Source: an optimization exercise on an open RTL-to-GDS flow (aim: small area). Production flows keep margins and buffers that such runs may drop. At most, simulation tests tie the RTL to the original design; equivalence was not proved.

run A:
==> flow/design.v (excerpt) <==
module fp_adder_tree #(
    parameter int unsigned N = 8
) (
    input clk,
    input rst_n,
    input            in_valid,
    input [32*N-1:0] fp_in,
    output           out_valid,
    output [31:0]    out
);
logic [N-1:0][7:0]  e;
logic [N-1:0][5:0]  rl;
logic [N-1:0]       keep;
logic [7:0]         xn;
always_comb
    for (int i = 0; i < N; i++) e[i] = fp_in[32*i+23 +: 8];
logic [N-1:0]       hid;
exp_max exp_max_inst (.e(e), .xn(xn), .rl(rl), .keep(keep), .hid(hid));
logic [N-1:0][23:0] m_r;
logic [N-1:0]       s_r;
logic [N-1:0][5:0]  rl_r;
logic [N-1:0]       keep_r;
logic [7:0]         xn_r;
logic               valid_r;
always_ff @(posedge clk) begin
    for (int i = 0; i < N; i++) begin
        m_r[i]  <= {hid[i], fp_in[32*i +: 23]};
        s_r[i]  <= fp_in[32*i+31];
    end
    rl_r <= rl;
    keep_r <= keep;
    xn_r <= xn;
end
logic               allneg;
logic [N-1:0]       sp;
logic [N-1:0][47:0] u;
logic [2:0]         pc;
logic [50:0]        sum_x, sum_y, t;
assign allneg = &s_r;
assign sp     = {s_r[N-1] & ~allneg, s_r[N-2:0]};
for (genvar i = 0; i < N; i++) begin : g_align
    align align_inst (.s(s_r[i]), .m(m_r[i]), .rl(rl_r[i]), .keep(keep_r[i]), .u(u[i]));
end
popcount7 pc_inst (.s(sp), .pc(pc));
csa_tree  csa_inst (.u(u), .pc(pc), .x(sum_x), .y(sum_y));
cpa51     cpa_inst (.a(sum_x[49:0]), .b(sum_y[49:0]), .ci(pc[0]), .s(t));
logic [50:0] t_r;
logic [7:0]  xn_r2;
logic        allneg_r2;
logic        valid_r2;
always_ff @(posedge clk) begin
    t_r       <= t;
    xn_r2     <= xn_r;
    allneg_r2 <= allneg;
  ...
Size: roughly 290 I/O pins, roughly 0.034 mm² of cells after synthesis.
export LEC_CHECK = 0
export CAP_MARGIN = 20
export CORE_MARGIN = 2
export CORE_UTILIZATION = 40
export CTS_CLUSTER_DIAMETER = 100
export CTS_CLUSTER_SIZE = 30
export PLACE_DENSITY = 0.72
export SLEW_MARGIN = 20
export SYNTH_HIERARCHICAL = 1
create_clock -name core_clock -period 8.5 [get_ports {clk}]
standard.sh (not shown) runs the stock make flow with config.mk's settings and CLKGATE_MAP_FILE= SYNTH_SCRIPT=/design/flow/synth_recipe.tcl, a recipe that flattens the netlist after the stock synthesis.
==> flow/flow/run.sh <==
#!/bin/bash
# Standard layout, with one change: the port buffers that the standard flow
# puts on every input and output are buf_1 cells instead of the default.
set -euo pipefail
export BUFFER_PORTS_ARGS="-buffer_cell sky130_fd_sc_hd__buf_1"
bash standard.sh > standard.log 2>&1
[inputs] run B vs run A
Settings: PLACE_DENSITY removed (was 0.72).
==> run notes <==
Looking at hold slack, run B sits 44 ps lower than run A does.
Diff run A -> run B | via count | down slightly
Number of antenna violations at the first check in global routing in run B is 2 above run A.
The higher total wirelength of the detailed-routed design came out of run B.
Run B against run A: share of the cycle needed by the critical path after routing barely changed, area used by multi-input combinational logic level, final critical delay including setup and external delays has remained practically unchanged.

* * *

Another version of the RTL of fp_adder_tree (not shown whole).
Size in the first run: ~4100 cells after synthesis, about 0.035 sq mm of cells after synthesis.
Settings: LEC_CHECK=0, CAP_MARGIN=20, CORE_MARGIN=2, CORE_UTILIZATION=40, SLEW_MARGIN=20, SYNTH_HIERARCHICAL=1; clock period 8.5 ns.
==> flow/flow/run.sh <==
#!/bin/bash
# Standard layout, with two changes: the port buffers are buf_1 cells, and
# after global routing the cells on paths with slack are downsized
# (ORFS's power recovery step), which also takes back area.
set -euo pipefail
export BUFFER_PORTS_ARGS="-buffer_cell sky130_fd_sc_hd__buf_1"
export RECOVER_POWER=100
bash standard.sh > standard.log 2>&1
The baseline finished with capacitance limit, slew limit left.
Then changed:
==> flow/run.sh (new file) <==
#!/bin/bash
# synth_recipe.tcl (not shown) runs the flow's synth.tcl, then flattens the netlist and writes it again
# the make line also repeats each setting of config.mk as NAME=value (left out here)
make -C /OpenROAD-flow-scripts/flow DESIGN_CONFIG=/design/flow/config.mk WORK_HOME=/design/flow/orfs CLKGATE_MAP_FILE= SYNTH_SCRIPT=/design/flow/synth_recipe.tcl finish
- GPL_TIMING_DRIVEN: unset -> 0
removed: flow/flow/run.sh
removed: flow/standard.sh
What happened: The new run produced a clean layout. Wire length falls slightly. Clock skew climbs by 0.0049 ns. Global-route usage falls by 0.39 points. Die area stays the same. Design area came out higher by a few percent. Non-clock buffer count falls by 80. Clock-buffer cell count is higher by 1. Maximum frequency drops by a few percent.
Then changed:
- GPL_TIMING_DRIVEN: 0 -> unset
The new run finished clean.
Synthesized cell count is unchanged.
Wire length hardly moves.
Final area is lower by 0.32%.
Then changed:
==> flow/flow/run.sh (new file) <==
#!/bin/bash
# Standard layout, with one change: the port buffers that the standard flow
# puts on every input and output are buf_1 cells instead of the default.
set -euo pipefail
export BUFFER_PORTS_ARGS="-buffer_cell sky130_fd_sc_hd__buf_1"
bash standard.sh > standard.log 2>&1
==> flow/standard.sh (new file) <==
#!/bin/bash
# synth_recipe.tcl (not shown) runs the flow's synth.tcl, then flattens the netlist and writes it again
# the make line also repeats each setting of config.mk as NAME=value (left out here)
make -C /OpenROAD-flow-scripts/flow DESIGN_CONFIG=/design/flow/config.mk WORK_HOME=/design/flow/orfs CLKGATE_MAP_FILE= SYNTH_SCRIPT=/design/flow/synth_recipe.tcl "${@:-finish}"
removed: flow/run.sh
Sequential cell count is unchanged.
First-iteration DRC count went down by 7.5%.
Critical path depth went down by 1.
Die area does not change.
Routed wire length went up by 1.0%.

* * *

Setup of wip/pepper:
Another version of the RTL of fp_adder_tree (not shown whole).
For scale: roughly 3900 cells after synthesis, about 34000 µm² of cells after synthesis.
==> flow/design.v (excerpt) <==
module fp_adder_tree #(
    parameter int unsigned N = 8
) (
    input clk,
    input rst_n,
    input            in_valid,
    input [32*N-1:0] fp_in,
    output           out_valid,
    output [31:0]    out
);
Settings: LEC_CHECK=0, CAP_MARGIN=20, CORE_MARGIN=2, CORE_UTILIZATION=40, CTS_CLUSTER_DIAMETER=100, CTS_CLUSTER_SIZE=30, SLEW_MARGIN=20, SYNTH_HIERARCHICAL=1; clock period 8.5 ns.
==> flow/flow/run.sh <==
#!/bin/bash
# Standard layout, with two changes: the port buffers that the standard flow
# puts on every input and output are buf_1 cells instead of the default, and
# timing-driven global placement does not keep the buffers its timing
# estimate inserts (timing is repaired after clock tree synthesis instead).
set -euo pipefail
export BUFFER_PORTS_ARGS="-buffer_cell sky130_fd_sc_hd__buf_1"
export GPL_KEEP_OVERFLOW=0
bash standard.sh > standard.log 2>&1
### wip/pepper -> wip/garnet
Settings: changing CORE_UTILIZATION from 40 to 50.
==> flow/flow/run.sh <==
#!/bin/bash
# Standard layout, with two changes: the port buffers that the standard flow
# puts on every input and output are buf_1 cells instead of the default, and
# clock tree synthesis adds no dummy loads at the leaves of the clock tree.
set -euo pipefail
export BUFFER_PORTS_ARGS="-buffer_cell sky130_fd_sc_hd__buf_1"
export CTS_ARGS="-sink_clustering_enable -repair_clock_nets -sink_clustering_size 20 -sink_clustering_max_diameter 80 -sink_clustering_buffer sky130_fd_sc_hd__clkbuf_8 -dont_use_dummy_load"
bash standard.sh > standard.log 2>&1
## What came out
- wip/garnet vs wip/pepper: buffering overhead up in wip/garnet
- Global-route usage: higher on wip/garnet
- On wip/garnet: sequential fraction of total cell area is 0.38 points higher than what wip/pepper gave.
- Clock-buffer cell count, wip/garnet vs wip/pepper: up by a little under 10%
- wip/garnet -> wip/pepper: post-detailed-route DRC marker count delta 0, exact match
- Compared to wip/pepper, the router laid down less metal wire for wip/garnet.
- Delta(hold slack, wip/garnet - wip/pepper) > 0
- Number of instances resized during post-cts repair: wip/pepper and wip/garnet compared, higher one is wip/pepper
Inputs modified between wip/garnet and wip/amber:
Settings: a change of CORE_UTILIZATION from 50 to 40.
==> flow/flow/run.sh <==
#!/bin/bash
# Standard layout, with one change: the port buffers that the standard flow
# puts on every input and output are buf_1 cells instead of the default.
set -euo pipefail
export BUFFER_PORTS_ARGS="-buffer_cell sky130_fd_sc_hd__buf_1"
bash standard.sh > standard.log 2>&1
--- outcome ---
In wip/amber the final worst-path cycle share turned out 0.46 points higher than in wip/garnet. Going from wip/garnet to wip/amber, wire length climbed about 1.2%. Relative to wip/garnet, worst clock skew on the final layout has gone down in wip/amber.
Edits applied to the flow inputs when going from wip/amber to wip/juniper:
Settings: CORE_UTILIZATION: 40 -> 50.
==> flow/flow/run.sh <==
#!/bin/bash
# Standard layout, with two changes: the port buffers that the standard flow
# puts on every input and output are buf_1 cells instead of the default, and
# clock tree synthesis clusters up to 20 sinks on a clkbuf_8 and adds no
# dummy loads at the leaves of the clock tree.
set -euo pipefail
export BUFFER_PORTS_ARGS="-buffer_cell sky130_fd_sc_hd__buf_1"
export CTS_ARGS="-sink_clustering_enable -repair_clock_nets -sink_clustering_size 20 -sink_clustering_max_diameter 80 -sink_clustering_buffer sky130_fd_sc_hd__clkbuf_8 -dont_use_dummy_load"
bash standard.sh > standard.log 2>&1
==> run notes <==
- The worst hold slack was comparable across wip/amber and wip/juniper.
- wip/juniper vs. wip/amber: overall fraction of global-route tracks in use now sits higher, number of well taps has decreased, wire length on met2 moved down.
- On count of fill cells added during filler insertion, the higher figure sits with wip/amber, not wip/juniper.
- The higher critical path data arrival time came out of wip/amber.
- Compared with wip/amber, wip/juniper shows finished layout cell area lower by 2.0%.

* * *

Starting RTL as in the previous note.
export LEC_CHECK = 0
export CAP_MARGIN = 20
export CORE_MARGIN = 2
export CORE_UTILIZATION = 40
export CTS_CLUSTER_DIAMETER = 100
export CTS_CLUSTER_SIZE = 30
export SLEW_MARGIN = 20
export SYNTH_HIERARCHICAL = 1
create_clock -name core_clock -period 8.5 [get_ports {clk}]
==> flow/flow/run.sh <==
#!/bin/bash
# Standard layout, with two changes: the port buffers that the standard flow
# puts on every input and output are buf_1 cells instead of the default, and
# clock tree synthesis adds no dummy loads at the leaves of the clock tree.
set -euo pipefail
export BUFFER_PORTS_ARGS="-buffer_cell sky130_fd_sc_hd__buf_1"
export CTS_ARGS="-sink_clustering_enable -repair_clock_nets -sink_clustering_size 30 -sink_clustering_max_diameter 100 -dont_use_dummy_load"
bash standard.sh > standard.log 2>&1
The first run passed the timing, DRC and antenna checks.
Change:
--- a/flow/config.mk
+++ b/flow/config.mk
@@ -9,3 +9,3 @@
 export CORE_MARGIN = 2
-export CORE_UTILIZATION = 40
+export CORE_UTILIZATION = 50
 export CTS_CLUSTER_DIAMETER = 100
Effect: Wire length falls by about 1.2%. Worst setup slack improved by 0.054 ns. Design area goes down by 1.3%. Count of clock-buffer cells in the layout decreases by 1. Sequential share of layout area grows by 0.22 points. Via count rose by about 1.2%.
Change:
--- a/flow/flow/run.sh
+++ b/flow/flow/run.sh
@@ -6,3 +6,3 @@
 export BUFFER_PORTS_ARGS="-buffer_cell sky130_fd_sc_hd__buf_1"
-export CTS_ARGS="-sink_clustering_enable -repair_clock_nets -sink_clustering_size 30 -sink_clustering_max_diameter 100 -dont_use_dummy_load"
+export CTS_ARGS="-sink_clustering_enable -repair_clock_nets -sink_clustering_size 20 -sink_clustering_max_diameter 80 -sink_clustering_buffer sky130_fd_sc_hd__clkbuf_8 -dont_use_dummy_load"
 bash standard.sh > standard.log 2>&1
--- a/flow/config.mk
+++ b/flow/config.mk
@@ -9,3 +9,3 @@
 export CORE_MARGIN = 2
-export CORE_UTILIZATION = 50
+export CORE_UTILIZATION = 40
 export CTS_CLUSTER_DIAMETER = 100
Result: The changed run finished clean. Synthesized area does not change. Worst hold slack hardly moves. Setup slack is worse by 0.051 ns. First-iteration DRC count decreases by about a fifth. Sequential share of layout area went down by 0.17 points.

* * *

## run H
Another version of the RTL of fp_adder_tree (not shown whole).
For scale: ~290 I/O pins, ~36,000 um^2 of cells after synthesis.
Settings: LEC_CHECK=0, CAP_MARGIN=20, CORE_MARGIN=2, CORE_UTILIZATION=40, SLEW_MARGIN=20, SYNTH_HIERARCHICAL=1; clock period 8.5 ns.
run.sh (not shown) runs the stock make flow with config.mk's settings and CLKGATE_MAP_FILE= SYNTH_SCRIPT=/design/flow/synth_recipe.tcl, a recipe that flattens the netlist after the stock synthesis.
Stock flow here: none of the scripts above is used.
Run H -> stages 100% | layout checks FAIL | negative setup slack
Relative to run H, the following input files were edited for run Y:
Settings: CORE_UTILIZATION changed from 40 to 60.
Findings:
Summary of run Y over run H: final period utilization went up by 3.0 points, combined buffer and inverter count along the critical path +1, logic depth of the worst register-to-register path fell by 4.5%.
Comparing run H with run Y, the number of nets in the final layout came out essentially unchanged.
Run Y: complete, dirty (negative setup slack)
No functional check of the RTL was part of any run of this note.

* * *

## run 1
Another version of the RTL of fp_adder_tree (not shown whole).
Size in the first run: ~4000 cells after synthesis, ~290 I/O pins, ~0.035 mm2 of cells after synthesis.
## fp_adder_tree
module fp_adder_tree #(
    parameter int unsigned N = 8
) (
    input clk,
    input rst_n,
    input            in_valid,
    input [32*N-1:0] fp_in,
    output           out_valid,
    output [31:0]    out
);
logic [N-1:0][7:0]  e;
logic [N-1:0][5:0]  rl;
logic [N-1:0]       cl;
logic [7:0]         xn;
always_comb
    for (int i = 0; i < N; i++) e[i] = fp_in[32*i+23 +: 8];
logic [N-1:0]       hid;
exp_max exp_max_inst (.e(e), .xn(xn), .rl(rl), .cl(cl), .hid(hid));
logic [N-1:0][23:0] m_r;
logic [N-1:0]       s_r;
logic [N-1:0][5:0]  rl_r;
logic [N-1:0]       cl_r;
logic [N-1:0][1:0]  eh_r;
logic [7:0]         xn_r;
logic               valid_r;
always_ff @(posedge clk) begin
    for (int i = 0; i < N; i++) begin
        m_r[i]  <= {hid[i], fp_in[32*i +: 23]};
        s_r[i]  <= fp_in[32*i+31];
        eh_r[i] <= e[i][7:6];
    end
    rl_r <= rl;
    cl_r <= cl;
    xn_r <= xn;
end
logic [N-1:0]       keep;
logic [N-1:0][47:0] u;
logic [3:0]         pc;
logic [50:0]        sum_x, sum_y, t;
for (genvar i = 0; i < N; i++) begin : g_align
    dist_sat dist_inst (.nx(xn_r[7:6]), .y(eh_r[i]), .ci(cl_r[i]), .r54(rl_r[i][5:4]), .keep(keep[i]));
    align align_inst (.s(s_r[i]), .m(m_r[i]), .rl(rl_r[i]), .keep(keep[i]), .u(u[i]));
end
popcount8 pc_inst (.s(s_r), .pc(pc));
csa_tree  csa_inst (.u(u), .pc(pc), .x(sum_x), .y(sum_y));
cpa51     cpa_inst (.a(sum_x), .b(sum_y[49:0]), .s(t));
logic [50:0] t_r;
logic [7:0]  xn_r2;
logic        valid_r2;
always_ff @(posedge clk) begin
    t_r     <= t;
    xn_r2   <= xn_r;
end
  ...
export LEC_CHECK = 0
export CAP_MARGIN = 20
export CORE_MARGIN = 2
export CORE_UTILIZATION = 40
export CTS_BUF_LIST = sky130_fd_sc_hd__clkbuf_4
export SLEW_MARGIN = 20
export SYNTH_HIERARCHICAL = 1
create_clock -name core_clock -period 8.5 [get_ports {clk}]
standard.sh (not shown) runs the stock make flow with config.mk's settings and CLKGATE_MAP_FILE= SYNTH_SCRIPT=/design/flow/synth_recipe.tcl, a recipe that flattens the netlist after the stock synthesis.
==> flow/flow/run.sh <==
#!/bin/bash
# Standard layout, with one change: the port buffers that the standard flow
# puts on every input and output are buf_1 cells instead of the default.
set -euo pipefail
export BUFFER_PORTS_ARGS="-buffer_cell sky130_fd_sc_hd__buf_1"
bash standard.sh > standard.log 2>&1
Run 1 ended with every stage complete and zero timing, DRC or antenna violations.
diff inputs: run 1 => run 2
--- a/flow/config.mk
+++ b/flow/config.mk
@@ -10,3 +10,2 @@
 export CORE_UTILIZATION = 40
-export CTS_BUF_LIST = sky130_fd_sc_hd__clkbuf_4
 export SLEW_MARGIN = 20
==> run notes <==
Final worst clock skew: run 2 < run 1. Summary of the comparison: final non-filler cell total is lower in run 2, relative to run 1. Status: global-route wire length before repair parity (run 2, run 1). Wire length delta (run 1 -> run 2): insignificant. The proportion of final cell area spent on non-clock buffers on run 2 is in line with that on run 1. Buffer levels on the longest clock path came out exactly the same in run 2 and run 1. Run 2 vs run 1 — clock-buffer cell count dropped 56%.
What run 3 does differently from run 2 at the input level:
--- a/flow/config.mk
+++ b/flow/config.mk
@@ -10,2 +10,3 @@
 export CORE_UTILIZATION = 40
+export CTS_BUF_LIST = sky130_fd_sc_hd__clkbuf_4 sky130_fd_sc_hd__clkbuf_8
 export SLEW_MARGIN = 20
Results
Compared with run 2, in run 3 H-tree depth roughly the same; cell area went up; routed wire length on met3 dropped 1.5%. Comparing run 3 against run 2, there is no change at all in number of I/O port buffers. As far as sequential cell count of the final layout goes, run 2 and run 3 are indistinguishable; the numbers are identical. Between run 2 and run 3, the difference in wire length is negligible. Diff run 3..run 2 | remaining antenna violation count after routing | unchanged. Run 3 completed end to end with timing, DRC and antenna clean.
Setup changes, run 3 to run 4
--- a/flow/config.mk
+++ b/flow/config.mk
@@ -7,7 +7,8 @@
 export LEC_CHECK = 0
-export CAP_MARGIN = 20
+export CAP_MARGIN = 5
 export CORE_MARGIN = 2
 export CORE_UTILIZATION = 40
-export CTS_BUF_LIST = sky130_fd_sc_hd__clkbuf_4 sky130_fd_sc_hd__clkbuf_8
-export SLEW_MARGIN = 20
+export CTS_CLUSTER_DIAMETER = 100
+export CTS_CLUSTER_SIZE = 30
+export SLEW_MARGIN = 5
 export SYNTH_HIERARCHICAL = 1
Notes after the runs:
Compared run 4 vs run 3, and wire length of the first global-routing pass is down in run 4.
The via count of the first global-routing pass number comes out lower for run 4 vs run 3.
Maximum level of the CTS H-tree for run 4: 1 down relative to run 3
On wire length, run 3 loses to run 4.
Higher met2 wire length among run 3 and run 4: run 3
diff inputs: run 4 => run 5
--- a/flow/config.mk
+++ b/flow/config.mk
@@ -7,3 +7,3 @@
 export LEC_CHECK = 0
-export CAP_MARGIN = 5
+export CAP_MARGIN = 20
 export CORE_MARGIN = 2
@@ -12,3 +12,3 @@
 export CTS_CLUSTER_SIZE = 30
-export SLEW_MARGIN = 5
+export SLEW_MARGIN = 20
 export SYNTH_HIERARCHICAL = 1
## What came out
The die footprint on run 4 is in line with that on run 5.
Re width of the chip: no difference whatsoever between run 4 and run 5.
From run 5 to run 4, clock-buffer cell count did not move at all.

[afterwards: timing with drivers on the ports]
Ports are ideal in the flow. The routed layouts listed here were re-timed in OpenROAD. Step 1 (the two cells are an assumption about what drives the block):
set clk [get_ports {clk}]
set_driving_cell -lib_cell sky130_fd_sc_hd__clkbuf_16 $clk
set_driving_cell -lib_cell sky130_fd_sc_hd__buf_2 [delete_from_list [all_inputs] $clk]
Step 2 adds t to the input delays and takes it off the output delays; t is the mean of the earliest and latest rising clock arrival at the registers after step 1. Input paths then give back, and output paths get back, about the clock's delay inside the block. Slacks: ideal / step 1 / step 2; pairs: ideal / step 1.
run | t (ns) | setup slack, ns | clock arrival spread, ns | worst register clock-pin slew, ns
run A | 0.629 | 0.507 / 0.514 / -0.082 | 0.022 / 0.022 | 0.11 / 0.11
run B | 0.646 | 0.505 / 0.507 / -0.094 | 0.032 / 0.032 | 0.11 / 0.11
the first run of note 2 | 0.639 | 0.378 / 0.316 / -0.059 | 0.029 / 0.029 | 0.07 / 0.07
the second run of note 2 | 0.646 | 0.172 / 0.150 / -0.427 | 0.040 / 0.040 | 0.07 / 0.07
the third run of note 2 | 0.640 | 0.268 / 0.203 / -0.143 | 0.016 / 0.016 | 0.06 / 0.06
the fourth run of note 2 | 0.641 | 0.342 / 0.279 / -0.056 | 0.031 / 0.030 | 0.07 / 0.07
wip/pepper | 0.631 | 0.218 / 0.261 / -0.371 | 0.033 / 0.033 | 0.11 / 0.11
wip/garnet | 0.592 | 0.477 / 0.522 / -0.070 | 0.118 / 0.119 | 0.11 / 0.11
wip/amber | 0.648 | 0.438 / 0.411 / -0.021 | 0.032 / 0.032 | 0.11 / 0.11
wip/juniper | 0.592 | 0.477 / 0.522 / -0.070 | 0.118 / 0.119 | 0.11 / 0.11
the first run of note 4 | 0.625 | 0.441 / 0.386 / -0.013 | 0.062 / 0.062 | 0.11 / 0.11
the second run of note 4 | 0.596 | 0.495 / 0.543 / -0.053 | 0.066 / 0.066 | 0.11 / 0.11
the third run of note 4 | 0.603 | 0.443 / 0.374 / -0.073 | 0.074 / 0.073 | 0.12 / 0.12
run H | 0.632 | -0.113 / -0.080 / -0.712 | 0.047 / 0.048 | 0.07 / 0.07
run Y | 0.629 | -0.365 / -0.334 / -0.963 | 0.024 / 0.025 | 0.07 / 0.07
run 1 | 0.947 | 0.314 / 0.251 / -0.056 | 0.051 / 0.051 | 0.07 / 0.07
run 2 | 0.661 | 0.311 / 0.242 / -0.022 | 0.032 / 0.033 | 0.07 / 0.07
run 3 | 0.780 | 0.416 / 0.351 / -0.052 | 0.035 / 0.035 | 0.07 / 0.07
run 4 | 0.679 | 0.458 / 0.426 / -0.024 | 0.025 / 0.026 | 0.11 / 0.11
run 5 | 0.679 | 0.458 / 0.426 / -0.024 | 0.025 / 0.026 | 0.11 / 0.11
